From an optimization exercise on the open Yosys and OpenROAD flow, aimed at small area, a short achievable clock period and few clock cycles per item; shortcuts taken in it are not production practice.
RTL that was checked went through simulation tests only; none was proved equivalent to the original.
Function not checked in run 4: the RTL went through the layout flow alone.
Power and IR drop assume default switching activity.

==> flow/design.v <==
`timescale 1ns / 1ps
module decimal_to_bcd #(
    parameter INPUT_WIDTH = 14,
    parameter DECIMAL_DIGITS = 4
)(
    input wire clk_i,
    input wire rst_i,
    input wire start_i,
    input wire [INPUT_WIDTH-1 : 0] binary_i,
    output reg [DECIMAL_DIGITS*4-1 : 0] bcd_o,
    output reg done_o
);
function [3:0] add3;
    input [3:0] d;
    begin
        add3[3] = d[3] | (d[2] & (d[1] | d[0]));
        add3[2] = (d[3] & d[0]) | (d[2] & ~d[1] & ~d[0]);
        add3[1] = (d[1] & (~d[2] | d[0])) | (d[3] & ~d[0]);
        add3[0] = (~d[3] & ~d[2] & d[0]) | (d[2] & d[1] & ~d[0]) | (d[3] & ~d[0]);
    end
endfunction
function [19:0] front;
    input [13:0] b;
    reg [29:0] sr;
    integer i, d;
    begin
        sr = {16'd0, b};
        for (i = 0; i < 10; i = i + 1) begin
            for (d = 0; d < 4; d = d + 1)
                sr[14 + d*4 +: 4] = add3(sr[14 + d*4 +: 4]);
            sr = sr << 1;
        end
        front = sr[29:10];
    end
endfunction
function [15:0] back;
    input [19:0] s;
    reg [29:0] sr;
    integer i, d;
    begin
        sr = {s, 10'd0};
        for (i = 10; i < 14; i = i + 1) begin
            for (d = 0; d < 4; d = d + 1)
                sr[14 + d*4 +: 4] = add3(sr[14 + d*4 +: 4]);
            sr = sr << 1;
        end
        back = sr[29:14];
    end
endfunction
wire [19:0] front_w = front(binary_i);
reg  [16:0] mid;
always @(posedge clk_i) begin
    mid <= front_w[16:0];
end
always @(posedge clk_i or posedge rst_i) begin
    if (rst_i) done_o <= 1'b0;
    else       done_o <= start_i;
end
always @(*) begin
    bcd_o = back({{(20-17){1'b0}}, mid});
end
endmodule
==> flow/flow/run.sh <==
#!/bin/bash
# Own layout flow: the standard layout (standard.sh) with
#  - synthesis run through ORFS's own synth script, but with the ABC area
#    script replaced by flow/abc_area.script (combinational mapping only;
#    registers and their names are the standard synthesis's),
#  - the port buffers made from a fast small buffer instead of the default,
set -euo pipefail
W=$(pwd)
BUF=${BUF:-sky130_fd_sc_hd__buf_2}
MARGIN=${MARGIN:-0}
rm -rf "$W/scripts_mod"
cp -r "$FLOW_HOME/scripts" "$W/scripts_mod"
cp "$W/flow/abc_area.script" "$W/scripts_mod/abc_area.script"
bash standard.sh SCRIPTS_DIR="$W/scripts_mod" ABC_AREA=1 synth > "$W/synth.log" 2>&1
bash standard.sh "BUFFER_PORTS_ARGS=-buffer_cell $BUF" SETUP_SLACK_MARGIN=$MARGIN finish > "$W/layout.log" 2>&1
==> flow/flow/abc_area.script <==
strash
dch
map -B 0.9
topo
buffer -c
upsize -c
dnsize -c
==> flow/standard.sh <==
#!/bin/bash
# synth_recipe.tcl (not shown) runs the flow's synth.tcl, then flattens the netlist and writes it again
# the make line also repeats each setting of config.mk as NAME=value (left out here)
make -C /OpenROAD-flow-scripts/flow DESIGN_CONFIG=/design/flow/config.mk WORK_HOME=/design/flow/orfs CLKGATE_MAP_FILE= SYNTH_SCRIPT=/design/flow/synth_recipe.tcl "${@:-finish}"
==> flow/config.mk <==
export PLATFORM = sky130hd
export DESIGN_NAME = decimal_to_bcd
export DESIGN_NICKNAME = decimal_to_bcd
export VERILOG_FILES = /design/flow/design.v
export SDC_FILE = /design/flow/constraint.sdc
export NUM_CORES = 4
export LEC_CHECK = 0
export ABC_AREA = 1
export CAP_MARGIN = 20
export CORE_MARGIN = 2
export CORE_UTILIZATION = 40
export CTS_CLUSTER_DIAMETER = 100
export CTS_CLUSTER_SIZE = 30
export SLEW_MARGIN = 20
==> flow/constraint.sdc <==
create_clock -name core_clock -period 10.0 [get_ports {clk_i}]
set_input_delay 2.0000 -clock core_clock [delete_from_list [all_inputs] [get_ports {clk_i}]]
set_output_delay 2.0000 -clock core_clock [all_outputs]
set_load 0.01 [all_outputs]
==> out/qor.txt, run 1 <==
share of post-route cells with drive strength above 1 -> 15.1%
Comb power frac -> 73.7%
status -> finished clean
Clock Power Share -> 9.7%
PwrDens -> 258 mW/mm^2
routed via count -> 2261
switching fraction of total power -> 52.4%
CTS tree -> done
sequential share of power -> 16.6%
Port Buffer Count -> 33
Die Width -> 74.2 um
TritonCTS Buffers -> 3
GRT Total Usage -> 14.7%
Worst VDD drop -> 0.000126 V
Max FO, Critical Path -> 4
Routed Antenna Nets -> 0
clk buf depth -> 2
most frequent cells in the layout -> nand2_1, inv_1, nor2_1
Worst Setup SP -> mid[6]$_DFF_P_
Crit path arrival time -> 2.47 ns
Syn Area/Cell -> 5.19 sq um
setup TNS -> 0 ns
Synth warnings -> 1
internal power -> 0.279 mW
Final #Nets -> 434
vias in the first global route -> 1842
Max Freq -> 224 MHz
CP Launch Type -> register
full die area -> 0.00551 sq mm
P_sw -> 0.307 mW
Final min period -> 4.47 ns
Slew headroom -> 65.7%
Post-CTS Setup Inserts -> 0
post-synthesis simple-gate area fraction -> 46.9%
Synth Net Count -> 397
ANT cells -> 0
Synth Area in Compound Gates -> 17.1%
GR Overflow Total -> 0
drt first pass iters -> 4
Setup Crit Path Kind -> reg2out
Cells after Synth -> 380
WL final -> 3980 um
initial core utilization -> 41.5%
H-tree levels -> 1
maxcap violations -> 0
GP Congestion -> 0.835
Syn-to-layout area delta -> 15.0%
Post-Synth Adder-Cell Area -> 0%
mux cell area share after synthesis -> 0%
Die Span Y -> 74.2 um
hold_buf cts -> 0
Final Slew Violations -> 0
synthesized-area fraction occupied by xor and xnor cells -> 0%
CP endpoint kind -> output pin
clk sink count -> 18
final instance area -> 0.00227 sq mm
Initial DRC Count -> 74
post_cts resized -> 0
Syn Std Cell Area -> 0.00197 sq mm
initial antenna violation count -> 0
Synth cell types -> 23
Worst Max-Slew Pin Slew -> 0.510 ns
CTS Root Cell -> clkbuf_8
drt wl/cell -> 8.24 um
Yosys reg bits -> 18
drt drc -> 0
I/O pin count -> 34
commonest non-fill, non-tap cell in the layout -> nand2_1
fillers -> 543
RSZ-0062 raised after global routing -> no
static leakage -> 1.33 nW
main combinational cell family by area after synthesis -> simple AND/OR/NAND/NOR gates
sequential share of the synthesized area -> 18.5%
DP HPWL -> 3420 um
Setup Viol. Count Final -> 0
Worst Path Required -> 8.00 ns
worst min-delay path category -> in2async
Placed Area -> 0.00221 sq mm
largest net degree at the start of global routing -> 11
final hold vios -> 0
Rows -> 25
Worst-path clk slew -> 0.06 ns
Worst setup endpoint -> bcd_o[9]
final worst-path cycle share -> 44.7%
first-pass GRT wire length -> 6790 um
Vias per Instance -> 4.68
Core ar. -> 0.00475 sq mm
layer usage:
| layer | share of wire (%) | wire length, um | global-route usage [%] | up-vias |
|---|---|---|---|---|
| li1 | - | - | - | 1272 |
| met4 | 1.5 | 61 | 4.76 | 0 |
| met3 | 1.8 | 70 | 1.22 | 5 |
| met5 | 0 | 0 | 0 | - |
| met2 | 47 | 1860 | 26.0 | 25 |
| met1 | 50 | 1990 | 18.9 | 959 |
power by group through the flow:
stage	combinational, mW	clock (mW)	sequential, mW
2_1_floorplan	0.323	0	0.0966
3_3_place_gp	0.427	0	0.0988
3_5_place_dp	0.432	0	0.0992
4_1_cts	0.433	0.0586	0.0976
5_1_grt	0.500	0.0625	0.0995
6_report	0.432	0.0567	0.0976
how the worst min path moves through the flow:
stage,from,endpoint,slack [ns],depth (start not counted)
3_3_place_gp,rst_i,done_o$_DFF_PP0_,1.83,2
4_1_cts,rst_i,done_o$_DFF_PP0_,1.56,2
5_1_grt,rst_i,done_o$_DFF_PP0_,1.57,2
3_5_place_dp,rst_i,done_o$_DFF_PP0_,1.84,2
6_report,rst_i,done_o$_DFF_PP0_,1.57,2
2_1_floorplan,rst_i,done_o$_DFF_PP0_,1.73,1
synth_stat cells (all sizes together):
cell type  count  share of area (%)
o22ai         10                3.2
o21ai         21                5.5
nand3b         1               0.38
nand2         99                 20
a31oi          1               0.32
buf            1               0.38
dfxtp         17                 17
a21oi         23                5.8
inv           89                 17
clkinv         1               0.19
dfrtp          1                1.3
o211ai         5                1.9
o31ai          1               0.38
and2           1               0.32
nand3         34                8.6
nand4          9                2.9
nor3          14                3.6
nor2          52                 11
cells by family after synthesis:
family | after synthesis
AOI/OAI and AO/OA | 61
buffers and inverters | 91
DFF | 18
and+or+nand+nor | 210
through the flow:
step / worst slack, ns / hold slack (ns) / cells / power [mW] / utilization, %
after floorplan: 6.20 / 1.73 / 380 / 0.420 / -
after global placement: 5.91 / 1.83 / 479 / 0.526 / 46.6
after detailed placement: 5.82 / 1.84 / 479 / 0.531 / 46.6
after CTS: 5.54 / 1.56 / 483 / 0.589 / 47.7
after global routing: 5.31 / 1.57 / 483 / 0.662 / 47.7
final: 5.53 / 1.57 / 483 / 0.586 / 47.7
state kept, by name (all words and copies together), names as in the netlist:
| register | cells |
|---|---|
| done_o | 1 |
| mid | 17 |
critical path, cell delays in order (launching register included):
cell,delay [ns]
dfxtp_1,0.31
inv_1,0.06
nor2_1,0.05
inv_1,0.07
nor2_1,0.04
nor3_1,0.22
inv_1,0.12
o31ai_1,0.45
inv_1,0.12
nor2_1,0.11
o21ai_0,0.13
inv_1,0.12
nand2_1,0.09
o211ai_1,0.16
buf_2,0.15
area by class of cell:
cell class	instances	area, sq um	area share, %
multi-input cells	271	1260	55.6
flip-flops and latches	18	365	16.1
inverters	90	338	14.9
repair buffers	33	165	7.28
well taps	67	83.8	3.69
clock buffers	4	55.1	2.43
Testbench counts, summed over its fixed seeds: cycles 2,048, items 2,048.
==> run 2, diff against run 1 <==
--- a/flow/config.mk
+++ b/flow/config.mk
@@ -8,7 +8,8 @@
 export ABC_AREA = 1
 export CAP_MARGIN = 20
 export CORE_MARGIN = 2
-export CORE_UTILIZATION = 40
+export CORE_UTILIZATION = 70
 export CTS_CLUSTER_DIAMETER = 100
 export CTS_CLUSTER_SIZE = 30
+export PLACE_DENSITY = 0.8
 export SLEW_MARGIN = 20
==> run 2 against run 1 <==
  * Synthesized cell count unchanged
  * Still clean
  * Clock power decreased by 23%
  * Combinational power about the same
  * Synthesized area unchanged
  * Hold slack got worse by 0.050 ns
  * Fmax decreased by 1.7%
  * Setup slack got worse by 0.078 ns
  * Non-clock buffer count unchanged
  * Critical path depth unchanged
  * Final cell count decreased by 7.5%
==> out/qor.txt, run 2 <==
status -> finished clean (unchanged)
setup TNS -> 0 ns (unchanged)
WL final -> 3980 um (about the same)
Vias per Instance -> 5.19 (was 4.68)
Post-synth top cells -> nand2_1, inv_1, nor2_1 (unchanged)
GRT Total Usage -> 25.5% (was 14.7%)
Post-Synth Adder-Cell Area -> 0% (unchanged)
ANT cells -> 0 (unchanged)
initial antenna violation count -> 0 (unchanged)
Worst Setup SP -> mid[6]$_DFF_P_ (unchanged)
Die Span Y -> 57.1 um (was 74.2 um)
Final Core Density -> 81.4% (was 47.7%)
Initial DRC Count -> 86 (was 74)
fillers -> 220 (was 543)
PwrDens -> 261 mW/mm^2 (was 258 mW/mm^2)
Worst path slowest cell -> o31ai_1 (unchanged)
CP Launch Type -> register (unchanged)
Worst VDD drop -> 0.000330 V (was 0.000126 V)
most frequent CP cell -> inv_1 (unchanged)
Synth cell types -> 23 (unchanged)
Synth Area in Compound Gates -> 17.1% (unchanged)
Crit path arrival time -> 2.54 ns (was 2.47 ns)
count leader, synth -> nand2_1 (unchanged)
static leakage -> 1.32 nW (was 1.33 nW)
area share of the largest cell type after synthesis -> 17.2% (unchanged)
GP Congestion -> 0.778 (was 0.835)
Async SR Flop Fraction -> 5.56% (unchanged)
Synth warnings -> 1 (unchanged)
I/O pin count -> 34 (unchanged)
largest registers -> mid (17), done_o (1) (unchanged)
Yosys top cell by area -> dfxtp_1 (unchanged)
CP endpoint kind -> output pin (unchanged)
Storage cell area -> 365 sq um (unchanged)
drt drc -> 0 (unchanged)
register bank with the most flops -> mid (unchanged)
drt first pass iters -> 4 (unchanged)
main combinational cell family by area after synthesis -> simple AND/OR/NAND/NOR gates (unchanged)
critical-path cell list -> inv_1, nor2_1, inv_1, nor2_1, nor3_1, inv_1, o31ai_1, inv_1, nor2_1, o21ai_0, inv_1, nand2_1, o211ai_1, buf_2 (unchanged)
clk sink count -> 18 (unchanged)
footprint of the multi-input gates -> 0.00126 sq mm (unchanged)
Syn Area/Cell -> 5.19 sq um (unchanged)
final hold vios -> 0 (unchanged)
CTS Root Cell -> clkbuf_4 (was clkbuf_8)
Die Width -> 57.1 um (was 74.2 um)
Final #Nets -> 434 (unchanged)
Core ar. -> 0.00271 sq mm (was 0.00475 sq mm)
Syn Std Cell Area -> 0.00197 sq mm (unchanged)
final worst-path cycle share -> 45.4% (was 44.7%)
Final Slew Violations -> 0 (unchanged)
full die area -> 0.00326 sq mm (was 0.00551 sq mm)
mux cell area share after synthesis -> 0% (unchanged)
Routed Antenna Nets -> 0 (unchanged)
Slew headroom -> 67.1% (was 65.7%)
Worst-path clk slew -> 0.10 ns (was 0.06 ns)
Final min period -> 4.54 ns (was 4.47 ns)
maxcap violations -> 0 (unchanged)
post_cts resized -> 0 (unchanged)
GR Overflow Total -> 0 (unchanged)
Cells after Synth -> 380 (unchanged)
clk buf depth -> 2 (unchanged)
Yosys reg bits -> 18 (unchanged)
Port Buffer Count -> 33 (unchanged)
Max Freq -> 220 MHz (was 224 MHz)
Worst setup endpoint -> bcd_o[9] (unchanged)
TritonCTS Buffers -> 3 (unchanged)
post-synthesis simple-gate area fraction -> 46.9% (unchanged)
Setup Crit Path Kind -> reg2out (unchanged)
first-pass GRT wire length -> 7050 um (was 6790 um)
Setup Viol. Count Final -> 0 (unchanged)
H-tree levels -> 1 (unchanged)
EDFF count, synth -> 0 (unchanged)
synthesized-area fraction occupied by xor and xnor cells -> 0% (unchanged)
Worst Path Required -> 8.00 ns (about the same)
vias in the first global route -> 1945 (was 1842)
Syn-to-layout area delta -> 11.8% (was 15.0%)
top post-synthesis cells by area -> dfxtp_1, nand2_1, inv_1 (unchanged)
Crit path largest cell delay -> 0.44 ns (was 0.45 ns)
Synth Net Count -> 397 (unchanged)
sequential share of the synthesized area -> 18.5% (unchanged)
Max FO, Critical Path -> 4 (unchanged)
share of post-route cells with drive strength above 1 -> 15.1% (unchanged)
largest net degree at the start of global routing -> 11 (unchanged)
Post-CTS Setup Inserts -> 0 (unchanged)
drt wl/cell -> 8.91 um (was 8.24 um)
Rows -> 19 (was 25)
DP HPWL -> 3350 um (was 3420 um)
CTS tree -> done (unchanged)
max FFs per register -> 17 (unchanged)
Main synth FF type -> dfxtp_1 (unchanged)
Worst Max-Slew Pin Slew -> 0.490 ns (was 0.510 ns)
routed via count -> 2321 (was 2261)
initial core utilization -> 72.8% (was 41.5%)
most frequent cells in the layout -> nand2_1, inv_1, nor2_1 (unchanged)
RSZ-0062 raised after global routing -> no (unchanged)
worst min-delay path category -> in2async (unchanged)
commonest non-fill, non-tap cell in the layout -> nand2_1 (unchanged)
hold_buf cts -> 0 (unchanged)
## run 2: cell counts after synthesis
No cell type changed its count.
## run 2: worst min path at each step
| stage | from | end | slack, ns | cells after the start |
|---|---|---|---|---|
| after floorplan | rst_i | done_o$_DFF_PP0_ | 1.73 | 1 |
| after global placement | rst_i | done_o$_DFF_PP0_ | 1.83 | 2 |
| after detailed placement | rst_i | done_o$_DFF_PP0_ | 1.84 | 2 |
| after CTS | rst_i | done_o$_DFF_PP0_ | 1.51 | 2 |
| after global routing | rst_i | done_o$_DFF_PP0_ | 1.51 | 2 |
| final | rst_i | done_o$_DFF_PP0_ | 1.52 | 2 |
## run 2: cell type report
class	count	area share (%)
clock buffer	4	1.64
inverter	90	15.3
multi-input combinational	271	57.2
sequential	18	16.6
tap	31	1.76
timing repair buffer	33	7.49
## run 2: routing by layer
layer	part of all wire [%]	track usage, %
met5	0	0
met4	1.2	8.31
met3	2.6	1.36
met2	49	46.6
met1	47	31.8
## run 2: metrics by stage
stage	area [sq um]	hold WS [ns]	setup slack, ns	power (mW)	std cells
6_report	2210	1.52	5.46	0.576	447
3_5_place_dp	2170	1.84	5.83	0.531	443
5_1_grt	2210	1.51	5.20	0.644	447
4_1_cts	2210	1.51	5.49	0.575	447
2_1_floorplan	1970	1.73	6.20	0.420	380
3_3_place_gp	2170	1.83	5.96	0.517	443
## run 2: logic make-up after synthesis
family          count (synthesis)
compound gates                 61
buf+inv                        91
simple gates                  210
flops                          18
## run 2: critical path: cells and delay by family (launching register included)
family                 cells  cell delay [ns]
AOI/OAI and AO/OA          3             0.73
buffers and inverters      6             0.66
and+or+nand+nor            5             0.53
DFF                        1             0.33
## run 2: power breakdown
part | switching, mW | internal [mW] | total (mW)
sequential | 0.0106 | 0.0872 | 0.0978
combinational | 0.278 | 0.157 | 0.435
clock | 0.0214 | 0.0222 | 0.0436
==> run 3, diff against run 2 <==
--- a/flow/config.mk
+++ b/flow/config.mk
@@ -8,8 +8,5 @@
 export ABC_AREA = 1
 export CAP_MARGIN = 20
 export CORE_MARGIN = 2
-export CORE_UTILIZATION = 70
-export CTS_CLUSTER_DIAMETER = 100
-export CTS_CLUSTER_SIZE = 30
-export PLACE_DENSITY = 0.8
+export CORE_UTILIZATION = 40
 export SLEW_MARGIN = 20
==> run 3 against run 2 <==
  * Still clean
  * Total power is 1.8% higher
  * Combinational power hardly changed
  * Sequential share of layout area is 0.47 points lower
  * First-iteration DRC count is 14% lower
  * Critical path depth stayed put
  * Routed wire length is 0.10% lower
  * Synthesized cell count stayed put
  * Non-clock buffer count stayed put
  * Critical path type unchanged
==> out/qor.txt, run 3 <==
status -> finished clean (unchanged)
Final Slew Violations -> 0 (unchanged)
Cells after Synth -> 380 (unchanged)
sequential share of the synthesized area -> 18.5% (unchanged)
maxcap violations -> 0 (unchanged)
area share of the largest cell type after synthesis -> 17.2% (unchanged)
CTS Root Cell -> clkbuf_8 (was clkbuf_4)
Worst Path Required -> 8.00 ns (about the same)
routed via count -> 2261 (was 2321)
Final #Nets -> 434 (unchanged)
GP Congestion -> 0.835 (was 0.778)
Post-synth top cells -> nand2_1, inv_1, nor2_1 (unchanged)
final hold vios -> 0 (unchanged)
setup TNS -> 0 ns (unchanged)
Final Core Density -> 47.7% (was 81.4%)
Yosys reg bits -> 18 (unchanged)
ANT cells -> 0 (unchanged)
Setup Crit Path Kind -> reg2out (unchanged)
worst min-delay path category -> in2async (unchanged)
share of post-route cells with drive strength above 1 -> 15.1% (unchanged)
initial core utilization -> 41.5% (was 72.8%)
clk buf depth -> 2 (unchanged)
register bank with the most flops -> mid (unchanged)
Worst Max-Slew Pin Slew -> 0.510 ns (was 0.490 ns)
static leakage -> 1.33 nW (was 1.32 nW)
largest net degree at the start of global routing -> 11 (unchanged)
pre-CTS WS -> 5.82 ns (was 5.83 ns)
drt wl/cell -> 8.24 um (was 8.91 um)
drt drc -> 0 (unchanged)
Syn Std Cell Area -> 0.00197 sq mm (unchanged)
Final WS setup -> 5.53 ns (was 5.46 ns)
DP HPWL -> 3420 um (was 3350 um)
Final min period -> 4.47 ns (was 4.54 ns)
I/O pin count -> 34 (unchanged)
CP endpoint kind -> output pin (unchanged)
Core ar. -> 0.00475 sq mm (was 0.00271 sq mm)
Vias per Instance -> 4.68 (was 5.19)
Die Span Y -> 74.2 um (was 57.1 um)
WL final -> 3980 um (about the same)
post_cts resized -> 0 (unchanged)
initial antenna violation count -> 0 (unchanged)
Post-CTS Setup Inserts -> 0 (unchanged)
clk sink count -> 18 (unchanged)
Synth Net Count -> 397 (unchanged)
Routed Antenna Nets -> 0 (unchanged)
CTS tree -> done (unchanged)
Setup Viol. Count Final -> 0 (unchanged)
Worst VDD drop -> 0.000126 V (was 0.000330 V)
RSZ-0062 raised after global routing -> no (unchanged)
H-tree levels -> 1 (unchanged)
Crit path arrival time -> 2.47 ns (was 2.54 ns)
Syn-to-layout area delta -> 15.0% (was 11.8%)
Final Hold Slack -> 1.57 ns (was 1.52 ns)
PwrDens -> 258 mW/mm^2 (was 261 mW/mm^2)
Async SR Flop Fraction -> 5.56% (unchanged)
Worst-path clk slew -> 0.06 ns (was 0.10 ns)
most frequent cells in the layout -> nand2_1, inv_1, nor2_1 (unchanged)
Slew headroom -> 65.7% (was 67.1%)
TritonCTS Buffers -> 3 (unchanged)
Rows -> 25 (was 19)
EDFF count, synth -> 0 (unchanged)
GR Overflow Total -> 0 (unchanged)
Synth warnings -> 1 (unchanged)
max FFs per register -> 17 (unchanged)
full die area -> 0.00551 sq mm (was 0.00326 sq mm)
Max FO, Critical Path -> 4 (unchanged)
vias in the first global route -> 1842 (was 1945)
GRT Total Usage -> 14.7% (was 25.5%)
count leader, synth -> nand2_1 (unchanged)
Main synth FF type -> dfxtp_1 (unchanged)
Port Buffer Count -> 33 (unchanged)
largest registers -> mid (17), done_o (1) (unchanged)
Max Freq -> 224 MHz (was 220 MHz)
Initial DRC Count -> 74 (was 86)
CP Launch Type -> register (unchanged)
Die Width -> 74.2 um (was 57.1 um)
first-pass GRT wire length -> 6790 um (was 7050 um)
commonest non-fill, non-tap cell in the layout -> nand2_1 (unchanged)
hold_buf cts -> 0 (unchanged)
Syn Area/Cell -> 5.19 sq um (unchanged)
Synth cell types -> 23 (unchanged)
Yosys top cell by area -> dfxtp_1 (unchanged)
final worst-path cycle share -> 44.7% (was 45.4%)
top post-synthesis cells by area -> dfxtp_1, nand2_1, inv_1 (unchanged)
drt first pass iters -> 4 (unchanged)
-- run 3: cell count changes in the layout (fill, tap and decap cells not counted) --
cell      before  now
clkbuf_8       1    4
clkbuf_4       3    0
-- run 3: metal layers --
metal	GRT usage (%)	part of all wire (%)
met5	0	0
met4	4.76	1.5
met3	1.22	1.8
met2	26.0	47
met1	18.9	50
-- run 3: report_power, final --
part	switching, mW	leakage [nW]	internal (mW)	total (mW)
registers	0.0103	0.154	0.0873	0.0976
logic	0.275	1.15	0.157	0.432
clock network	0.0217	0.0288	0.0349	0.0567
total	0.307	1.33	0.279	0.586
-- run 3: critical path: stages (launching register included) --
cell      delay, ns
dfxtp_1        0.31
inv_1          0.06
nor2_1         0.05
inv_1          0.07
nor2_1         0.04
nor3_1         0.22
inv_1          0.12
o31ai_1        0.45
inv_1          0.12
nor2_1         0.11
o21ai_0        0.13
inv_1          0.12
nand2_1        0.09
o211ai_1       0.16
buf_2          0.15
-- run 3: kinds of logic after synthesis --
logic type	after synthesis	share of synthesized area, %
AND/OR/NAND/NOR	210	46.9
buffers and inverters	91	17.5
AO/OA/AOI/OAI	61	17.1
flip-flops	18	18.5
-- run 3: layout make-up --
cell class / instances / area, sq um
multi-input cells: 271 / 1260
well taps: 67 / 83.8
repair buffers: 33 / 165
flip-flops and latches: 18 / 365
fillers: 543 / 2480
clock buffers: 4 / 55.1
inverters: 90 / 338
-- run 3: per-stage QoR --
step                      cell area (sq um)  power, mW  cells
after floorplan                        1970      0.420    380
after global placement                 2210      0.526    479
after detailed placement               2210      0.531    479
after CTS                              2270      0.589    483
after global routing                   2270      0.662    483
final                                  2270      0.586    483
-- run 3: path summary, 6_finish.rpt --
path / from / cells past startpoint / slack, ns / endpoint
worst min-delay path: rst_i / 2 / 1.57 / done_o$_DFF_PP0_
max in group asynchronous: rst_i / 2 / 8.34 / done_o$_DFF_PP0_
worst max-delay path: mid[6]$_DFF_P_ / 14 / 5.53 / bcd_o[9]
min in group core_clock: binary_i[3] / 1 / 1.85 / mid[3]$_DFF_P_
==> run 4, diff against run 3 <==
--- a/flow/design.v
+++ b/flow/design.v
@@ -19,27 +19,27 @@
         add3[0] = (~d[3] & ~d[2] & d[0]) | (d[2] & d[1] & ~d[0]) | (d[3] & ~d[0]);
     end
 endfunction
-function [19:0] front;
+function [17:0] front;
     input [13:0] b;
     reg [29:0] sr;
     integer i, d;
     begin
         sr = {16'd0, b};
-        for (i = 0; i < 10; i = i + 1) begin
+        for (i = 0; i < 12; i = i + 1) begin
             for (d = 0; d < 4; d = d + 1)
                 sr[14 + d*4 +: 4] = add3(sr[14 + d*4 +: 4]);
             sr = sr << 1;
         end
-        front = sr[29:10];
+        front = sr[29:12];
     end
 endfunction
 function [15:0] back;
-    input [19:0] s;
+    input [17:0] s;
     reg [29:0] sr;
     integer i, d;
     begin
-        sr = {s, 10'd0};
-        for (i = 10; i < 14; i = i + 1) begin
+        sr = {s, 12'd0};
+        for (i = 12; i < 14; i = i + 1) begin
             for (d = 0; d < 4; d = d + 1)
                 sr[14 + d*4 +: 4] = add3(sr[14 + d*4 +: 4]);
             sr = sr << 1;
@@ -47,7 +47,7 @@
         back = sr[29:14];
     end
 endfunction
-wire [19:0] front_w = front(binary_i);
+wire [17:0] front_w = front(binary_i);
 reg  [16:0] mid;
 always @(posedge clk_i) begin
     mid <= front_w[16:0];
@@ -57,6 +57,6 @@
     else       done_o <= start_i;
 end
 always @(*) begin
-    bcd_o = back({{(20-17){1'b0}}, mid});
+    bcd_o = back({{(18-17){1'b0}}, mid});
 end
 endmodule
==> run 4 against run 3 <==
  * Core utilization decreased by 0.18 points
  * Design area increased by 8.4%
  * Final cell count increased by 6.0%
  * Non-clock buffer count unchanged
==> out/qor.txt, run 4 <==
I/O pin count -> 34 (unchanged)
share of post-route cells with drive strength above 1 -> 18.8% (was 15.1%)
Async SR Flop Fraction -> 5.56% (unchanged)
ANT cells -> 0 (unchanged)
post_cts resized -> 0 (unchanged)
drt first pass iters -> 4 (unchanged)
Slew headroom -> 75.3% (was 65.7%)
static leakage -> 1.45 nW (was 1.33 nW)
Crit path arrival time -> 4.45 ns (was 2.47 ns)
maxcap violations -> 0 (unchanged)
Max Freq -> 232 MHz (was 224 MHz)
most frequent cells in the layout -> nand2_1, inv_1, nand3_1 (was nand2_1, inv_1, nor2_1)
EDFF count, synth -> 0 (unchanged)
largest net degree at the start of global routing -> 11 (unchanged)
Yosys top cell by area -> nand2_1 (was dfxtp_1)
area share of the largest cell type after synthesis -> 21.7% (was 17.2%)
Setup Crit Path Kind -> in2reg (was reg2out)
max FFs per register -> 17 (unchanged)
GP Congestion -> 0.911 (was 0.835)
Worst-path clk slew -> 0.06 ns (about the same)
Cells after Synth -> 406 (was 380)
TritonCTS Buffers -> 3 (unchanged)
clk buf depth -> 2 (unchanged)
routed via count -> 2428 (was 2261)
Final Slew Violations -> 0 (unchanged)
Main synth FF type -> dfxtp_1 (unchanged)
Syn-to-layout area delta -> 13.9% (was 15.0%)
Core ar. -> 0.00517 sq mm (was 0.00475 sq mm)
Max FO, Critical Path -> 6 (was 4)
Worst VDD drop -> 0.0000996 V (was 0.000126 V)
Final Core Density -> 47.6% (was 47.7%)
Synth warnings -> 1 (unchanged)
Die Span Y -> 77.5 um (was 74.2 um)
Port Buffer Count -> 33 (unchanged)
top post-synthesis cells by area -> nand2_1, dfxtp_1, nand3_1 (was dfxtp_1, nand2_1, inv_1)
hold_buf cts -> 0 (unchanged)
H-tree levels -> 1 (unchanged)
Setup Viol. Count Final -> 0 (unchanged)
DP HPWL -> 3810 um (was 3420 um)
register bank with the most flops -> mid (unchanged)
Vias per Instance -> 4.74 (was 4.68)
initial antenna violation count -> 0 (unchanged)
RSZ-0062 raised after global routing -> no (unchanged)
Worst Max-Slew Pin Slew -> 0.366 ns (was 0.510 ns)
worst min-delay path category -> in2async (unchanged)
Synth Net Count -> 423 (was 397)
Synth cell types -> 27 (was 23)
Rows -> 26 (was 25)
Final Hold Slack -> 1.58 ns (was 1.57 ns)
GR Overflow Total -> 0 (unchanged)
largest registers -> mid (17), done_o (1) (unchanged)
final worst-path cycle share -> 43.2% (was 44.7%)
Routed Antenna Nets -> 0 (unchanged)
CTS tree -> done (unchanged)
vias in the first global route -> 2153 (was 1842)
commonest non-fill, non-tap cell in the layout -> nand2_1 (unchanged)
Syn Std Cell Area -> 0.00216 sq mm (was 0.00197 sq mm)
Post-CTS Setup Inserts -> 0 (unchanged)
Die Width -> 77.5 um (was 74.2 um)
first-pass GRT wire length -> 8340 um (was 6790 um)
post-route insts no fill -> 512 (was 483)
Final #Nets -> 460 (was 434)
PwrDens -> 224 mW/mm^2 (was 258 mW/mm^2)
clk sink count -> 18 (unchanged)
Final min period -> 4.32 ns (was 4.47 ns)
Post-synth top cells -> nand2_1, inv_1, nand3_1 (was nand2_1, inv_1, nor2_1)
Yosys reg bits -> 18 (unchanged)
status -> finished clean (unchanged)
initial core utilization -> 41.8% (was 41.5%)
drt drc -> 0 (unchanged)
dpl cells -> 508 (was 479)
CP Launch Type -> input port (was register)
setup TNS -> 0 ns (unchanged)
CP endpoint kind -> register (was output pin)
sequential share of the synthesized area -> 16.9% (was 18.5%)
Initial DRC Count -> 116 (was 74)
GRT Total Usage -> 15.6% (was 14.7%)
final hold vios -> 0 (unchanged)
count leader, synth -> nand2_1 (unchanged)
CTS Root Cell -> clkbuf_8 (unchanged)
WL final -> 4460 um (was 3980 um)
Syn Area/Cell -> 5.32 sq um (was 5.19 sq um)
full die area -> 0.00600 sq mm (was 0.00551 sq mm)
Worst Path Required -> 10.14 ns (was 8.00 ns)
drt wl/cell -> 8.71 um (was 8.24 um)
==> run 4: cell types whose count changed in the layout (fill, tap and decap cells not counted), sizes merged, moves of 2 or more <==
cell / previous run / this run
nand2: 99 / 138
inv: 89 / 74
nand3: 34 / 59
o211ai: 5 / 1
nor2: 52 / 50
o21a: 0 / 2
nor3: 14 / 6
o22ai: 10 / 4
clkinv: 1 / 3
a21oi: 23 / 18
==> run 4: area by class of cell <==
class	instances	area [sq um]
Clock buffer	4	55.1
Fill cell	556	2710
Inverter	77	290
Multi-Input combinational cell	310	1500
Sequential cell	18	365
Tap cell	70	87.6
Timing Repair Buffer	33	165
==> run 4: final timing paths <==
path                         startpoint                to  slack [ns]  cells past startpoint
worst max-delay path       binary_i[12]    mid[7]$_DFF_P_        5.68                     21
min in group core_clock     binary_i[1]    mid[1]$_DFF_P_        1.85                      1
max in group asynchronous         rst_i  done_o$_DFF_PP0_        8.32                      2
worst min-delay path              rst_i  done_o$_DFF_PP0_        1.58                      2
==> run 4: critical path: stages <==
cell	delay [ns]
buf_2	0.13
inv_1	0.12
nand4_1	0.16
nand2_1	0.17
nand2_1	0.11
nor2_2	0.18
nor2_4	0.07
nand3_1	0.12
nand2_1	0.07
o21ai_1	0.16
nand2_1	0.13
nand3_1	0.15
nand3_2	0.13
o21ai_4	0.23
nand2_1	0.11
nand2_1	0.08
nand2_2	0.07
nand2_1	0.09
inv_2	0.03
nand2_1	0.05
nand3_1	0.06
==> run 4: per-stage QoR <==
stage / instance area [sq um] / total power [mW] / worst slack (ns)
2_1_floorplan: 2160 / 0.401 / 5.95
3_3_place_gp: 2400 / 0.492 / 5.47
3_5_place_dp: 2400 / 0.496 / 5.47
4_1_cts: 2460 / 0.555 / 5.74
5_1_grt: 2460 / 0.619 / 5.30
6_report: 2460 / 0.552 / 5.68
==> run 4: report_power, final <==
| part | total (mW) | internal [mW] | switching (mW) |
|---|---|---|---|
| combinational | 0.383 | 0.137 | 0.246 |
| sequential | 0.112 | 0.0965 | 0.0152 |
| clock | 0.0571 | 0.0349 | 0.0222 |
==> run 4: logic make-up after synthesis <==
logic type	count (synthesis)	synth area share [%]
compound gates	47	13.3
buf+inv	78	13.8
flops	18	16.9
simple gates	263	56.0
==> run 4: layer usage <==
layer	vias up	wire, um	track usage (%)
met5	-	0	0
met1	1010	2460	22.0
met3	2	130	0.814
met4	0	29	3.21
met2	50	1840	26.4
li1	1366	-	-
==> run 5, diff against run 4 <==
--- a/flow/design.v
+++ b/flow/design.v
@@ -19,27 +19,27 @@
         add3[0] = (~d[3] & ~d[2] & d[0]) | (d[2] & d[1] & ~d[0]) | (d[3] & ~d[0]);
     end
 endfunction
-function [17:0] front;
+function [19:0] front;
     input [13:0] b;
     reg [29:0] sr;
     integer i, d;
     begin
         sr = {16'd0, b};
-        for (i = 0; i < 12; i = i + 1) begin
+        for (i = 0; i < 10; i = i + 1) begin
             for (d = 0; d < 4; d = d + 1)
                 sr[14 + d*4 +: 4] = add3(sr[14 + d*4 +: 4]);
             sr = sr << 1;
         end
-        front = sr[29:12];
+        front = sr[29:10];
     end
 endfunction
 function [15:0] back;
-    input [17:0] s;
+    input [19:0] s;
     reg [29:0] sr;
     integer i, d;
     begin
-        sr = {s, 12'd0};
-        for (i = 12; i < 14; i = i + 1) begin
+        sr = {s, 10'd0};
+        for (i = 10; i < 14; i = i + 1) begin
             for (d = 0; d < 4; d = d + 1)
                 sr[14 + d*4 +: 4] = add3(sr[14 + d*4 +: 4]);
             sr = sr << 1;
@@ -47,7 +47,7 @@
         back = sr[29:14];
     end
 endfunction
-wire [17:0] front_w = front(binary_i);
+wire [19:0] front_w = front(binary_i);
 reg  [16:0] mid;
 always @(posedge clk_i) begin
     mid <= front_w[16:0];
@@ -57,6 +57,6 @@
     else       done_o <= start_i;
 end
 always @(*) begin
-    bcd_o = back({{(18-17){1'b0}}, mid});
+    bcd_o = back({{(20-17){1'b0}}, mid});
 end
 endmodule
--- a/flow/flow/run.sh
+++ b/flow/flow/run.sh
@@ -8,8 +8,9 @@
 W=$(pwd)
 BUF=${BUF:-sky130_fd_sc_hd__buf_2}
 MARGIN=${MARGIN:-0}
+CTS="-sink_clustering_enable -repair_clock_nets -dont_use_dummy_load -root_buf sky130_fd_sc_hd__clkbuf_8 -buf_list sky130_fd_sc_hd__clkbuf_8 -sink_clustering_size 30 -sink_clustering_max_diameter 200"
 rm -rf "$W/scripts_mod"
 cp -r "$FLOW_HOME/scripts" "$W/scripts_mod"
 cp "$W/flow/abc_area.script" "$W/scripts_mod/abc_area.script"
 bash standard.sh SCRIPTS_DIR="$W/scripts_mod" ABC_AREA=1 synth > "$W/synth.log" 2>&1
-bash standard.sh "BUFFER_PORTS_ARGS=-buffer_cell $BUF" SETUP_SLACK_MARGIN=$MARGIN finish > "$W/layout.log" 2>&1
+bash standard.sh "BUFFER_PORTS_ARGS=-buffer_cell $BUF" "CTS_ARGS=$CTS" SETUP_SLACK_MARGIN=$MARGIN finish > "$W/layout.log" 2>&1
==> run 5 against run 4 <==
  * Global-route usage shrank 0.88 points
  * Sequential share of layout area grew 1.3 points
  * Fmax shrank 3.4%
  * Core utilization shrank 0.11 points
  * Critical path depth shrank 7
  * Hold slack lost 0.012 ns
  * Setup slack lost 0.15 ns
  * Clock power shrank 17%
  * Design area shrank 8.3%
  * Sequential cell count is the same
  * Critical path type is now reg2out
  * Critical endpoint is now bcd_o[9]
  * Highest routed layer unchanged
==> out/qor.txt, run 5 <==
worst min-delay path category -> in2async (unchanged)
post_cts resized -> 0 (unchanged)
Final Slew Violations -> 0 (unchanged)
CTS Root Cell -> clkbuf_8 (unchanged)
drt wl/cell -> 8.27 um (was 8.71 um)
Post-CTS Setup Inserts -> 0 (unchanged)
max FFs per register -> 17 (unchanged)
Port Buffer Count -> 33 (unchanged)
Slew headroom -> 65.7% (was 75.3%)
DP HPWL -> 3420 um (was 3810 um)
pre-CTS WS -> 5.82 ns (was 5.47 ns)
Vias per Instance -> 4.68 (was 4.74)
register bank with the most flops -> mid (unchanged)
full die area -> 0.00551 sq mm (was 0.00600 sq mm)
count leader, synth -> nand2_1 (unchanged)
top post-synthesis cells by area -> dfxtp_1, nand2_1, inv_1 (was nand2_1, dfxtp_1, nand3_1)
Final WS setup -> 5.53 ns (was 5.68 ns)
CTS tree -> done (unchanged)
commonest non-fill, non-tap cell in the layout -> nand2_1 (unchanged)
static leakage -> 1.33 nW (was 1.45 nW)
largest net degree at the start of global routing -> 11 (unchanged)
GP Congestion -> 0.835 (was 0.911)
clk sink count -> 18 (unchanged)
Final #Nets -> 434 (was 460)
Worst Path Required -> 8.00 ns (was 10.14 ns)
Die Span Y -> 74.2 um (was 77.5 um)
internal power -> 0.271 mW (was 0.268 mW)
drt drc -> 0 (unchanged)
GR Overflow Total -> 0 (unchanged)
WL final -> 3990 um (was 4460 um)
Core ar. -> 0.00475 sq mm (was 0.00517 sq mm)
status -> finished clean (unchanged)
Worst-path clk slew -> 0.06 ns (about the same)
first-pass GRT wire length -> 6790 um (was 8340 um)
routed via count -> 2258 (was 2428)
sequential share of the synthesized area -> 18.5% (was 16.9%)
Yosys reg bits -> 18 (unchanged)
Worst VDD drop -> 0.000126 V (was 0.0000996 V)
Comb power frac -> 74.9% (was 69.4%)
area share of the largest cell type after synthesis -> 17.2% (was 21.7%)
Synth cell types -> 23 (was 27)
CP Launch Type -> register (was input port)
Final min period -> 4.47 ns (was 4.32 ns)
largest registers -> mid (17), done_o (1) (unchanged)
Setup Viol. Count Final -> 0 (unchanged)
RSZ-0062 raised after global routing -> no (unchanged)
Worst Max-Slew Pin Slew -> 0.510 ns (was 0.366 ns)
Syn-to-layout area delta -> 14.3% (was 13.9%)
CP endpoint kind -> output pin (was register)
Initial DRC Count -> 77 (was 116)
hold_buf cts -> 0 (unchanged)
Clock Power Share -> 8.2% (was 10.4%)
H-tree levels -> 1 (unchanged)
I/O pin count -> 34 (unchanged)
Main synth FF type -> dfxtp_1 (unchanged)
Routed Antenna Nets -> 0 (unchanged)
Die Width -> 74.2 um (was 77.5 um)
Max Freq -> 224 MHz (was 232 MHz)
Crit path arrival time -> 2.47 ns (was 4.45 ns)
Yosys top cell by area -> dfxtp_1 (was nand2_1)
Synth warnings -> 1 (unchanged)
sequential share of power -> 16.9% (was 20.2%)
final hold vios -> 0 (unchanged)
vias in the first global route -> 1843 (was 2153)
setup TNS -> 0 ns (unchanged)
initial core utilization -> 41.5% (was 41.8%)
Rows -> 25 (was 26)
initial antenna violation count -> 0 (unchanged)
EDFF count, synth -> 0 (unchanged)
Syn Std Cell Area -> 0.00197 sq mm (was 0.00216 sq mm)
Setup Crit Path Kind -> reg2out (was in2reg)
Cells after Synth -> 380 (was 406)
TritonCTS Buffers -> 3 (unchanged)
Max FO, Critical Path -> 4 (was 6)
most frequent cells in the layout -> nand2_1, inv_1, nor2_1 (was nand2_1, inv_1, nand3_1)
share of post-route cells with drive strength above 1 -> 14.9% (was 18.8%)
maxcap violations -> 0 (unchanged)
clk buf depth -> 2 (unchanged)
drt first pass iters -> 4 (unchanged)
Post-synth top cells -> nand2_1, inv_1, nor2_1 (was nand2_1, inv_1, nand3_1)
Syn Area/Cell -> 5.19 sq um (was 5.32 sq um)
PwrDens -> 256 mW/mm^2 (was 224 mW/mm^2)
final worst-path cycle share -> 44.7% (was 43.2%)
Synth Net Count -> 397 (was 423)
GRT Total Usage -> 14.7% (was 15.6%)
ANT cells -> 0 (unchanged)
P_sw -> 0.306 mW (was 0.284 mW)
switching fraction of total power -> 53.0% (was 51.4%)
Async SR Flop Fraction -> 5.56% (unchanged)
-- run 5: cell count changes in the layout (fill, tap and decap cells not counted), moves of 6 or more --
cell     before  now
nand2_1     125   87
inv_1        63   83
a21oi_1      17   23
nor3_1        6   14
nand3_2       6    0
nand3_1      53   34
o22ai_1       4   10
-- run 5: power by group through the flow --
stage	clock network [mW]	logic [mW]	registers, mW
final	0.0472	0.432	0.0976
after global routing	0.0526	0.500	0.0996
after CTS	0.0492	0.433	0.0976
after detailed placement	0	0.432	0.0992
after global placement	0	0.427	0.0988
after floorplan	0	0.323	0.0966
-- run 5: cells by family after synthesis --
family          Yosys count  share of synthesized area, %
flops                    18                          18.5
simple gates            210                          46.9
compound gates           61                          17.1
buf+inv                  91                          17.5
-- run 5: final timing paths --
check | start | end | slack, ns | depth (start not counted)
hold / removal | rst_i | done_o$_DFF_PP0_ | 1.57 | 2
setup / recovery | mid[6]$_DFF_P_ | bcd_o[9] | 5.53 | 14
min in group core_clock | binary_i[3] | mid[3]$_DFF_P_ | 1.85 | 1
max in group asynchronous | rst_i | done_o$_DFF_PP0_ | 8.34 | 2
-- run 5: layout make-up --
type / count / area, sq um
inverters: 90 / 338
multi-input cells: 271 / 1260
repair buffers: 33 / 165
fillers: 543 / 2500
clock buffers: 3 / 41.3
well taps: 67 / 83.8
flip-flops and latches: 18 / 365
-- run 5: stage by stage --
stage / std cells / hold WS (ns) / area [sq um] / total power, mW / util [%]
floorplan: 380 / 1.73 / 1970 / 0.420 / -
global placement: 479 / 1.83 / 2210 / 0.526 / 46.6
detailed placement: 479 / 1.84 / 2210 / 0.531 / 46.6
CTS: 482 / 1.56 / 2260 / 0.580 / 47.4
global route: 482 / 1.57 / 2260 / 0.653 / 47.4
finish: 482 / 1.57 / 2260 / 0.577 / 47.4
-- run 5: worst max-delay path, stage by stage, from the launching register on --
cell	delay (ns)
dfxtp_1	0.31
inv_1	0.06
nor2_1	0.05
inv_1	0.07
nor2_1	0.04
nor3_1	0.22
inv_1	0.12
o31ai_1	0.45
inv_1	0.12
nor2_1	0.11
o21ai_0	0.13
inv_1	0.12
nand2_1	0.09
o211ai_1	0.16
buf_2	0.15
-- run 5: layer usage --
metal  vias to the layer above  routed length [um]  GRT usage [%]
met5                         -                   0              0
met4                         0                  64           5.36
met3                         5                  70           1.22
met2                        25                1850           25.9
met1                       956                2000           18.9
li1                       1272                   -              -
Testbench counts of run 5, summed over its fixed seeds: cycles 2,048, items 2,048.
==> run 6, diff against run 5 <==
--- a/flow/flow/run.sh
+++ b/flow/flow/run.sh
@@ -8,7 +8,7 @@
 W=$(pwd)
 BUF=${BUF:-sky130_fd_sc_hd__buf_2}
 MARGIN=${MARGIN:-0}
-CTS="-sink_clustering_enable -repair_clock_nets -dont_use_dummy_load -root_buf sky130_fd_sc_hd__clkbuf_8 -buf_list sky130_fd_sc_hd__clkbuf_8 -sink_clustering_size 30 -sink_clustering_max_diameter 200"
+CTS="-sink_clustering_enable -repair_clock_nets -dont_use_dummy_load -sink_clustering_size 30 -sink_clustering_max_diameter 200"
 rm -rf "$W/scripts_mod"
 cp -r "$FLOW_HOME/scripts" "$W/scripts_mod"
 cp "$W/flow/abc_area.script" "$W/scripts_mod/abc_area.script"
==> run 6 against run 5 <==
  * Still clean
  * Via count unchanged
  * Non-clock buffer count is the same
  * Hold slack unchanged
  * Core utilization is the same
  * Routed wire length stayed put
  * Fmax unchanged
  * Setup slack is the same
  * Total power unchanged
  * Critical path type unchanged
  * Largest power group unchanged
==> out/qor.txt, run 6 <==
drt wl/cell -> 8.27 um (unchanged)
RSZ-0062 raised after global routing -> no (unchanged)
Comb power frac -> 74.9% (about the same)
initial core utilization -> 41.5% (unchanged)
Async SR Flop Fraction -> 5.56% (unchanged)
first-pass GRT wire length -> 6790 um (unchanged)
static leakage -> 1.33 nW (unchanged)
CTS Root Cell -> clkbuf_8 (unchanged)
Worst-path clk slew -> 0.06 ns (about the same)
Worst Max-Slew Pin Slew -> 0.510 ns (unchanged)
Post-CTS Setup Inserts -> 0 (unchanged)
Final min period -> 4.47 ns (unchanged)
Core ar. -> 0.00475 sq mm (unchanged)
Die Span Y -> 74.2 um (unchanged)
Main synth FF type -> dfxtp_1 (unchanged)
clk sink count -> 18 (unchanged)
initial antenna violation count -> 0 (unchanged)
clk buf depth -> 2 (unchanged)
GRT Max-Usage Layer -> met2 (unchanged)
EDFF count, synth -> 0 (unchanged)
Syn Std Cell Area -> 0.00197 sq mm (unchanged)
final hold vios -> 0 (unchanged)
met2 Use GR -> 25.9% (unchanged)
critical-path cell list -> inv_1, nor2_1, inv_1, nor2_1, nor3_1, inv_1, o31ai_1, inv_1, nor2_1, o21ai_0, inv_1, nand2_1, o211ai_1, buf_2 (unchanged)
Slew headroom -> 65.7% (unchanged)
Routed Antenna Nets -> 0 (unchanged)
drt first pass iters -> 4 (unchanged)
hold_buf cts -> 0 (unchanged)
share of post-route cells with drive strength above 1 -> 14.9% (unchanged)
vias in the first global route -> 1843 (unchanged)
Worst Path Required -> 8.00 ns (about the same)
sequential share of the synthesized area -> 18.5% (unchanged)
switching fraction of total power -> 53.0% (unchanged)
TritonCTS Buffers -> 3 (unchanged)
Clock Power Share -> 8.2% (about the same)
drt drc -> 0 (unchanged)
H-tree levels -> 1 (unchanged)
Final WS setup -> 5.53 ns (unchanged)
most frequent cells in the layout -> nand2_1, inv_1, nor2_1 (unchanged)
largest net degree at the start of global routing -> 11 (unchanged)
largest registers -> mid (17), done_o (1) (unchanged)
Synth Net Count -> 397 (unchanged)
Final Slew Violations -> 0 (unchanged)
Synth cell types -> 23 (unchanged)
Die Width -> 74.2 um (unchanged)
internal power -> 0.271 mW (unchanged)
most frequent CP cell -> inv_1 (unchanged)
Final #Nets -> 434 (unchanged)
full die area -> 0.00551 sq mm (unchanged)
CP endpoint kind -> output pin (unchanged)
DP HPWL -> 3420 um (unchanged)
PwrDens -> 256 mW/mm^2 (unchanged)
Syn-to-layout area delta -> 14.3% (unchanged)
top post-synthesis cells by area -> dfxtp_1, nand2_1, inv_1 (unchanged)
WL final -> 3990 um (unchanged)
ANT cells -> 0 (unchanged)
Syn Area/Cell -> 5.19 sq um (unchanged)
count leader, synth -> nand2_1 (unchanged)
max FFs per register -> 17 (unchanged)
Crit path largest cell delay -> 0.45 ns (about the same)
Post-synth top cells -> nand2_1, inv_1, nor2_1 (unchanged)
I/O pin count -> 34 (unchanged)
GRT Total Usage -> 14.7% (unchanged)
status -> finished clean (unchanged)
met3 global-route usage -> 1.22% (unchanged)
GP Congestion -> 0.835 (unchanged)
Worst VDD drop -> 0.000126 V (unchanged)
Setup Crit Path Kind -> reg2out (unchanged)
Port Buffer Count -> 33 (unchanged)
Crit path arrival time -> 2.47 ns (about the same)
routed via count -> 2258 (unchanged)
Yosys reg bits -> 18 (unchanged)
Rows -> 25 (unchanged)
commonest non-fill, non-tap cell in the layout -> nand2_1 (unchanged)
Max Freq -> 224 MHz (unchanged)
Worst path slowest cell -> o31ai_1 (unchanged)
Max FO, Critical Path -> 4 (unchanged)
CP Launch Type -> register (unchanged)
Setup Viol. Count Final -> 0 (unchanged)
worst min-delay path category -> in2async (unchanged)
sequential share of power -> 16.9% (about the same)
buffers and inverters on the worst path -> 6 (unchanged)
area share of the largest cell type after synthesis -> 17.2% (unchanged)
maxcap violations -> 0 (unchanged)
Synth warnings -> 1 (unchanged)
setup TNS -> 0 ns (unchanged)
Vias per Instance -> 4.68 (unchanged)
final worst-path cycle share -> 44.7% (unchanged)
P_sw -> 0.306 mW (unchanged)
Initial DRC Count -> 77 (unchanged)
Final Core Density -> 47.4% (unchanged)
pre-CTS WS -> 5.82 ns (unchanged)
GR Overflow Total -> 0 (unchanged)
Yosys top cell by area -> dfxtp_1 (unchanged)
fillers -> 543 (unchanged)
CP delay by family, top -> compound AO/OA/AOI/OAI gates (unchanged)
CTS tree -> done (unchanged)
Cells after Synth -> 380 (unchanged)
register bank with the most flops -> mid (unchanged)
post_cts resized -> 0 (unchanged)
M1 GR Usage -> 18.9% (unchanged)
## run 6: cell counts in the layout (fill, tap and decap cells not counted)
No cell type changed its count.
## run 6: final timing paths
| kind | from | endpoint | slack, ns | cells past startpoint |
|---|---|---|---|---|
| max | mid[6]$_DFF_P_ | bcd_o[9] | 5.53 | 14 |
| min | rst_i | done_o$_DFF_PP0_ | 1.57 | 2 |
| min in group core_clock | binary_i[3] | mid[3]$_DFF_P_ | 1.85 | 1 |
| max in group asynchronous | rst_i | done_o$_DFF_PP0_ | 8.34 | 2 |
## run 6: cell families (layout without fill, tap and decap cells)
kind of cell	count (synthesis)	in the layout	share of synthesized area [%]
buffers and inverters	91	126	17.5
AND/OR/NAND/NOR	210	210	46.9
flip-flops	18	18	18.5
AO/OA/AOI/OAI	61	61	17.1
## run 6: area by class of cell
| type | instances | area [sq um] | share of cell area [%] |
|---|---|---|---|
| repair buffers | 33 | 165 | 7.32 |
| flip-flops and latches | 18 | 365 | 16.2 |
| inverters | 90 | 338 | 15.0 |
| well taps | 67 | 83.8 | 3.72 |
| clock buffers | 3 | 41.3 | 1.83 |
| multi-input cells | 271 | 1260 | 56.0 |
## run 6: power groups by stage
stage / sequential [mW] / combinational, mW / clock [mW]
global route: 0.0996 / 0.500 / 0.0526
CTS: 0.0976 / 0.433 / 0.0492
floorplan: 0.0966 / 0.323 / 0
global placement: 0.0988 / 0.427 / 0
detailed placement: 0.0992 / 0.432 / 0
finish: 0.0976 / 0.432 / 0.0472
## run 6: stage by stage
step,area (sq um),instances,power [mW],hold WS [ns]
final,2260,482,0.577,1.57
after global routing,2260,482,0.653,1.57
after CTS,2260,482,0.580,1.56
after detailed placement,2210,479,0.531,1.84
after global placement,2210,479,0.526,1.83
after floorplan,1970,380,0.420,1.73
## run 6: layer usage
layer / wire [um] / vias up / part of all wire (%)
li1: - / 1272 / -
met4: 64 / 0 / 1.6
met5: 0 / - / 0
met2: 1850 / 25 / 46
met3: 70 / 5 / 1.8
met1: 2000 / 956 / 50
==> run 7, diff against run 6 <==
==> flow/flow/abc_area.script (replaced) <==
strash
balance -l
resub -K 6 -l
rewrite -l
resub -K 6 -N 2 -l
refactor -l
resub -K 8 -l
balance -l
resub -K 8 -N 2 -l
rewrite -l
resub -K 10 -l
rewrite -z -l
resub -K 10 -N 2 -l
balance -l
resub -K 12 -l
refactor -z -l
resub -K 12 -N 2 -l
rewrite -z -l
balance -l
dch -f
map -B 0.9
topo
buffer -c
upsize -c
dnsize -c
==> run 7 against run 6 <==
  * Still clean on timing, DRC and antenna
  * Clock power down 2%
  * Via count is 22% lower
  * Clock-buffer cell count unchanged
  * Synthesized area is 15% lower
  * Synthesized cell count shrank 22%
  * Routed wire length shrank 21%
  * Non-clock buffer count unchanged
  * Die area shrank 14%
  * First-iteration DRC count is 60% lower
  * Critical path depth rose by 22
  * Critical path type is now in2reg
  * Largest power group unchanged
==> out/qor.txt, run 7 <==
status -> finished clean (unchanged)
largest net degree at the start of global routing -> 11 (unchanged)
Die Span Y -> 68.8 um (was 74.2 um)
Rows -> 23 (was 25)
Routed Antenna Nets -> 0 (unchanged)
Slew headroom -> 73.2% (was 65.7%)
Yosys reg bits -> 18 (unchanged)
drt wl/cell -> 8.22 um (was 8.27 um)
GRT Total Usage -> 14.1% (was 14.7%)
CP endpoint kind -> register (was output pin)
worst min-delay path category -> in2async (unchanged)
CTS tree -> done (unchanged)
commonest non-fill, non-tap cell in the layout -> nand2_1 (unchanged)
Yosys top cell by area -> dfxtp_1 (unchanged)
Port Buffer Count -> 33 (unchanged)
PwrDens -> 265 mW/mm^2 (was 256 mW/mm^2)
Setup Crit Path Kind -> in2reg (was reg2out)
post-route insts no fill -> 382 (was 482)
Syn Std Cell Area -> 0.00168 sq mm (was 0.00197 sq mm)
CTS Root Cell -> clkbuf_8 (unchanged)
GRT Max-Usage Layer -> met2 (unchanged)
share of post-route cells with drive strength above 1 -> 21.4% (was 14.9%)
I/O pin count -> 34 (unchanged)
M1 GR Usage -> 17.5% (was 18.9%)
Core ar. -> 0.00403 sq mm (was 0.00475 sq mm)
Cells after Synth -> 297 (was 380)
Crit path arrival time -> 4.97 ns (was 2.47 ns)
Synth Net Count -> 314 (was 397)
met2 Use GR -> 25.0% (was 25.9%)
dpl cells -> 379 (was 479)
post_cts resized -> 0 (unchanged)
max FFs per register -> 17 (unchanged)
Max Freq -> 207 MHz (was 224 MHz)
EDFF count, synth -> 0 (unchanged)
H-tree levels -> 1 (unchanged)
top post-synthesis cells by area -> dfxtp_1, nand2_1, inv_1 (unchanged)
ANT cells -> 0 (unchanged)
setup TNS -> 0 ns (unchanged)
Main synth FF type -> dfxtp_1 (unchanged)
Comb power frac -> 72.4% (was 74.9%)
Die Width -> 68.8 um (was 74.2 um)
clk sink count -> 18 (unchanged)
initial antenna violation count -> 0 (unchanged)
count leader, synth -> nand2_1 (unchanged)
Post-CTS Setup Inserts -> 0 (unchanged)
Vias per Instance -> 4.62 (was 4.68)
area share of the largest cell type after synthesis -> 20.3% (was 17.2%)
largest registers -> mid (17), done_o (1) (unchanged)
final hold vios -> 0 (unchanged)
Final min period -> 4.82 ns (was 4.47 ns)
drt first pass iters -> 4 (unchanged)
static leakage -> 1.09 nW (was 1.33 nW)
fillers -> 436 (was 543)
Worst path slowest cell -> nor2b_1 (was o31ai_1)
TritonCTS Buffers -> 3 (unchanged)
Final #Nets -> 351 (was 434)
Synth warnings -> 1 (unchanged)
Crit path largest cell delay -> 0.17 ns (was 0.45 ns)
internal power -> 0.256 mW (was 0.271 mW)
GR Overflow Total -> 0 (unchanged)
met3 global-route usage -> 0.974% (was 1.22%)
Synth cell types -> 29 (was 23)
RSZ-0062 raised after global routing -> no (unchanged)
Final Slew Violations -> 0 (unchanged)
Max FO, Critical Path -> 6 (was 4)
Initial DRC Count -> 31 (was 77)
most frequent cells in the layout -> nand2_1, inv_1, buf_2 (was nand2_1, inv_1, nor2_1)
drt drc -> 0 (unchanged)
Placed Area -> 0.00190 sq mm (was 0.00221 sq mm)
Async SR Flop Fraction -> 5.56% (unchanged)
Worst-path clk slew -> 0.06 ns (about the same)
Worst Path Required -> 10.15 ns (was 8.00 ns)
DP HPWL -> 2750 um (was 3420 um)
maxcap violations -> 0 (unchanged)
first-pass GRT wire length -> 5290 um (was 6790 um)
Clock Power Share -> 9.0% (was 8.2%)
vias in the first global route -> 1410 (was 1843)
Syn-to-layout area delta -> 15.6% (was 14.3%)
P_sw -> 0.258 mW (was 0.306 mW)
hold_buf cts -> 0 (unchanged)
WL final -> 3140 um (was 3990 um)
most frequent CP cell -> nand2_2 (was inv_1)
Post-synth top cells -> nand2_1, inv_1, nor2_1 (unchanged)
clk buf depth -> 2 (unchanged)
routed via count -> 1764 (was 2258)
Syn Area/Cell -> 5.65 sq um (was 5.19 sq um)
full die area -> 0.00473 sq mm (was 0.00551 sq mm)
switching fraction of total power -> 50.2% (was 53.0%)
sequential share of the synthesized area -> 21.8% (was 18.5%)
sequential share of power -> 18.6% (was 16.9%)
final worst-path cycle share -> 48.2% (was 44.7%)
register bank with the most flops -> mid (unchanged)
GP Congestion -> 0.783 (was 0.835)
Setup Viol. Count Final -> 0 (unchanged)
CP Launch Type -> input port (was register)
Final Core Density -> 48.1% (was 47.4%)
final instance area -> 0.00194 sq mm (was 0.00226 sq mm)
Worst VDD drop -> 0.0000801 V (was 0.000126 V)
Worst Max-Slew Pin Slew -> 0.396 ns (was 0.510 ns)
initial core utilization -> 41.6% (was 41.5%)
Pwr Total -> 0.514 mW (was 0.577 mW)
run 7: cell count changes after synthesis, sizes merged, moves of 3 or more:
cell,before,now
nand2,99,102
nor2,52,26
o21ai,21,25
a21oi,23,13
xor2,0,4
nand3,34,15
nand4,9,3
or2,0,3
inv,89,59
nor3,14,2
run 7: power by group through the flow:
stage,logic (mW),registers [mW],clock network (mW)
6_report,0.372,0.0956,0.0464
5_1_grt,0.435,0.0970,0.0514
4_1_cts,0.377,0.0957,0.0486
3_5_place_dp,0.376,0.0972,0
3_3_place_gp,0.374,0.0972,0
2_1_floorplan,0.278,0.0949,0
run 7: logic make-up after synthesis:
group	after synthesis	share of synthesized area, %
AOI/OAI and AO/OA	59	21.0
xor gates and xnor gates	6	3.13
buffers and inverters	61	13.9
DFF	18	21.8
and+or+nand+nor	153	40.2
run 7: critical path, delay by kind of cell:
family                 cells  cell delay (ns)
AOI/OAI and AO/OA          3             0.23
buffers and inverters      1             0.13
and+or+nand+nor           32             2.60
run 7: final cells by class:
class	count	area (sq um)	share of cell area (%)
clock buffers	3	41.3	2.13
inverters	60	225	11.6
multi-input cells	218	1080	55.7
well taps	50	62.6	3.23
flip-flops and latches	18	365	18.8
repair buffers	33	165	8.52
run 7: per-stage QoR:
step	setup WS [ns]	hold WS, ns
3_3_place_gp	4.98	1.83
3_5_place_dp	4.91	1.83
6_report	5.18	1.57
5_1_grt	4.76	1.57
4_1_cts	5.17	1.56
2_1_floorplan	5.40	1.73
run 7: layer usage:
| metal | part of all wire (%) | wire [um] | vias to the layer above |
|---|---|---|---|
| met2 | 46 | 1440 | 17 |
| met4 | 0.86 | 27 | 0 |
| met1 | 51 | 1620 | 727 |
| met3 | 1.9 | 61 | 2 |
| li1 | - | - | 1018 |
| met5 | 0 | 0 | - |
run 7: worst paths after layout:
kind / startpoint / slack [ns] / cells after the start / endpoint
max: binary_i[12] / 5.18 / 36 / mid[6]$_DFF_P_
min in group core_clock: binary_i[1] / 1.85 / 1 / mid[1]$_DFF_P_
max in group asynchronous: rst_i / 8.34 / 2 / done_o$_DFF_PP0_
min: rst_i / 1.57 / 2 / done_o$_DFF_PP0_
==> run 8, diff against run 7 <==
--- a/flow/flow/run.sh
+++ b/flow/flow/run.sh
@@ -6,7 +6,7 @@
 #  - the port buffers made from a fast small buffer instead of the default,
 set -euo pipefail
 W=$(pwd)
-BUF=${BUF:-sky130_fd_sc_hd__buf_2}
+BUF=${BUF:-sky130_fd_sc_hd__buf_1}
 MARGIN=${MARGIN:-0}
 CTS="-sink_clustering_enable -repair_clock_nets -dont_use_dummy_load -sink_clustering_size 30 -sink_clustering_max_diameter 200"
 rm -rf "$W/scripts_mod"
==> run 8 against run 7 <==
  * Combinational power down 5%
  * Via count down 0.28%
  * Final cell count unchanged
  * Non-clock buffer count unchanged
  * Die area unchanged
  * Synthesized area unchanged
  * Global-route usage down 0.81 points
  * Clock-buffer cell count unchanged
  * Largest power group unchanged
==> out/qor.txt, run 8 <==
top post-synthesis cells by area -> dfxtp_1, nand2_1, inv_1 (unchanged)
RSZ-0062 raised after global routing -> no (unchanged)
Yosys top cell by area -> dfxtp_1 (unchanged)
CTS tree -> done (unchanged)
Synth Net Count -> 314 (unchanged)
Yosys reg bits -> 18 (unchanged)
Worst Max-Slew Pin Slew -> 0.417 ns (was 0.396 ns)
final instance area -> 0.00190 sq mm (was 0.00194 sq mm)
maxcap violations -> 0 (unchanged)
CP endpoint kind -> register (unchanged)
Async SR Flop Fraction -> 5.56% (unchanged)
Main synth FF type -> dfxtp_1 (unchanged)
I/O pin count -> 34 (unchanged)
setup TNS -> 0 ns (unchanged)
clk sink count -> 18 (unchanged)
CP delay by family, top -> simple AND/OR/NAND/NOR gates (unchanged)
share of post-route cells with drive strength above 1 -> 11.4% (was 21.4%)
Die Span Y -> 68.8 um (unchanged)
CTS Root Cell -> clkbuf_8 (unchanged)
Final Slew Violations -> 0 (unchanged)
CP Launch Type -> input port (unchanged)
Post-synth top cells -> nand2_1, inv_1, nor2_1 (unchanged)
Pwr Total -> 0.496 mW (was 0.514 mW)
max FFs per register -> 17 (unchanged)
Die Width -> 68.8 um (unchanged)
fillers -> 453 (was 436)
drt drc -> 0 (unchanged)
count leader, synth -> nand2_1 (unchanged)
full die area -> 0.00473 sq mm (unchanged)
sequential share of the synthesized area -> 21.8% (unchanged)
H-tree levels -> 1 (unchanged)
Syn Std Cell Area -> 0.00168 sq mm (unchanged)
vias in the first global route -> 1385 (was 1410)
clk buf depth -> 2 (unchanged)
Rows -> 23 (unchanged)
ANT cells -> 0 (unchanged)
Final #Nets -> 351 (unchanged)
register bank with the most flops -> mid (unchanged)
Vias per Instance -> 4.60 (was 4.62)
Crit path largest cell delay -> 0.16 ns (was 0.17 ns)
Synth cell types -> 29 (unchanged)
GRT Total Usage -> 13.3% (was 14.1%)
buffers and inverters on the worst path -> 2 (was 1)
Worst-path clk slew -> 0.06 ns (about the same)
post_cts resized -> 0 (unchanged)
status -> finished clean (unchanged)
final worst-path cycle share -> 48.3% (was 48.2%)
hold_buf cts -> 0 (unchanged)
Final Core Density -> 47.1% (was 48.1%)
Final Hold Slack -> 1.55 ns (was 1.57 ns)
PwrDens -> 262 mW/mm^2 (was 265 mW/mm^2)
routed via count -> 1759 (was 1764)
largest registers -> mid (17), done_o (1) (unchanged)
Syn-to-layout area delta -> 13.1% (was 15.6%)
Final min period -> 4.83 ns (was 4.82 ns)
DP HPWL -> 2600 um (was 2750 um)
Post-CTS Setup Inserts -> 0 (unchanged)
Setup Viol. Count Final -> 0 (unchanged)
Worst Path Required -> 10.14 ns (was 10.15 ns)
Max FO, Critical Path -> 8 (was 6)
Routed Antenna Nets -> 0 (unchanged)
Worst VDD drop -> 0.000101 V (was 0.0000801 V)
largest net degree at the start of global routing -> 11 (unchanged)
Cells after Synth -> 297 (unchanged)
area share of the largest cell type after synthesis -> 20.3% (unchanged)
post-route insts no fill -> 382 (unchanged)
final hold vios -> 0 (unchanged)
most frequent CP cell -> nand2_2 (unchanged)
static leakage -> 0.991 nW (was 1.09 nW)
Worst path slowest cell -> nor2_2 (was nor2b_1)
Syn Area/Cell -> 5.65 sq um (unchanged)
initial antenna violation count -> 0 (unchanged)
first-pass GRT wire length -> 4990 um (was 5290 um)
most frequent cells in the layout -> nand2_1, inv_1, buf_1 (was nand2_1, inv_1, buf_2)
WL final -> 2960 um (was 3140 um)
commonest non-fill, non-tap cell in the layout -> nand2_1 (unchanged)
drt wl/cell -> 7.75 um (was 8.22 um)
drt first pass iters -> 4 (unchanged)
Initial DRC Count -> 51 (was 31)
Max Freq -> 207 MHz (about the same)
dpl cells -> 379 (unchanged)
TritonCTS Buffers -> 3 (unchanged)
Synth warnings -> 1 (unchanged)
Slew headroom -> 72.0% (was 73.2%)
pre-CTS WS -> 4.90 ns (was 4.91 ns)
EDFF count, synth -> 0 (unchanged)
Core ar. -> 0.00403 sq mm (unchanged)
Final WS setup -> 5.17 ns (was 5.18 ns)
Port Buffer Count -> 33 (unchanged)
initial core utilization -> 41.6% (unchanged)
GR Overflow Total -> 0 (unchanged)
Crit path arrival time -> 4.98 ns (was 4.97 ns)
worst min-delay path category -> in2async (unchanged)
GP Congestion -> 0.754 (was 0.783)
Placed Area -> 0.00186 sq mm (was 0.00190 sq mm)
Setup Crit Path Kind -> in2reg (unchanged)
## run 8: path summary, 6_finish.rpt
path / to / startpoint / cells after the start / slack (ns)
max in group asynchronous: done_o$_DFF_PP0_ / rst_i / 2 / 8.37
max: mid[6]$_DFF_P_ / binary_i[12] / 35 / 5.17
min: done_o$_DFF_PP0_ / rst_i / 2 / 1.55
min in group core_clock: mid[2]$_DFF_P_ / binary_i[2] / 1 / 1.84
## run 8: cells by family after synthesis
group                     Yosys count  share of synthesized area [%]
AOI/OAI and AO/OA                  59                           21.0
and+or+nand+nor                   153                           40.2
xor gates and xnor gates            6                           3.13
DFF                                18                           21.8
buffers and inverters              61                           13.9
## run 8: power by group
part           switching, mW  internal [mW]
Combinational          0.230          0.125
Sequential           0.00889         0.0864
Clock                 0.0197         0.0266
## run 8: per-layer routing
layer  vias to the layer above  wire (um)  track usage, %
met5                         -          0               0
met2                        21       1350            23.6
met4                         0         27            5.15
met1                       719       1530            16.6
li1                       1017          -               -
met3                         2         52           0.974
## run 8: area by class of cell
| cell class | count | area, sq um | area share (%) |
|---|---|---|---|
| multi-input cells | 218 | 1080 | 56.9 |
| flip-flops and latches | 18 | 365 | 19.2 |
| inverters | 60 | 225 | 11.9 |
| repair buffers | 33 | 124 | 6.53 |
| well taps | 50 | 62.6 | 3.30 |
| clock buffers | 3 | 41.3 | 2.18 |

Re-timed with assumed drivers on the ports (clkbuf_16 on the clock, buf_2 on other inputs), run 8 has 5.169 ns of setup slack against 5.167 ns with ideal ports, and 4.906 ns once port delays also move by the mid clock arrival of 0.263 ns.
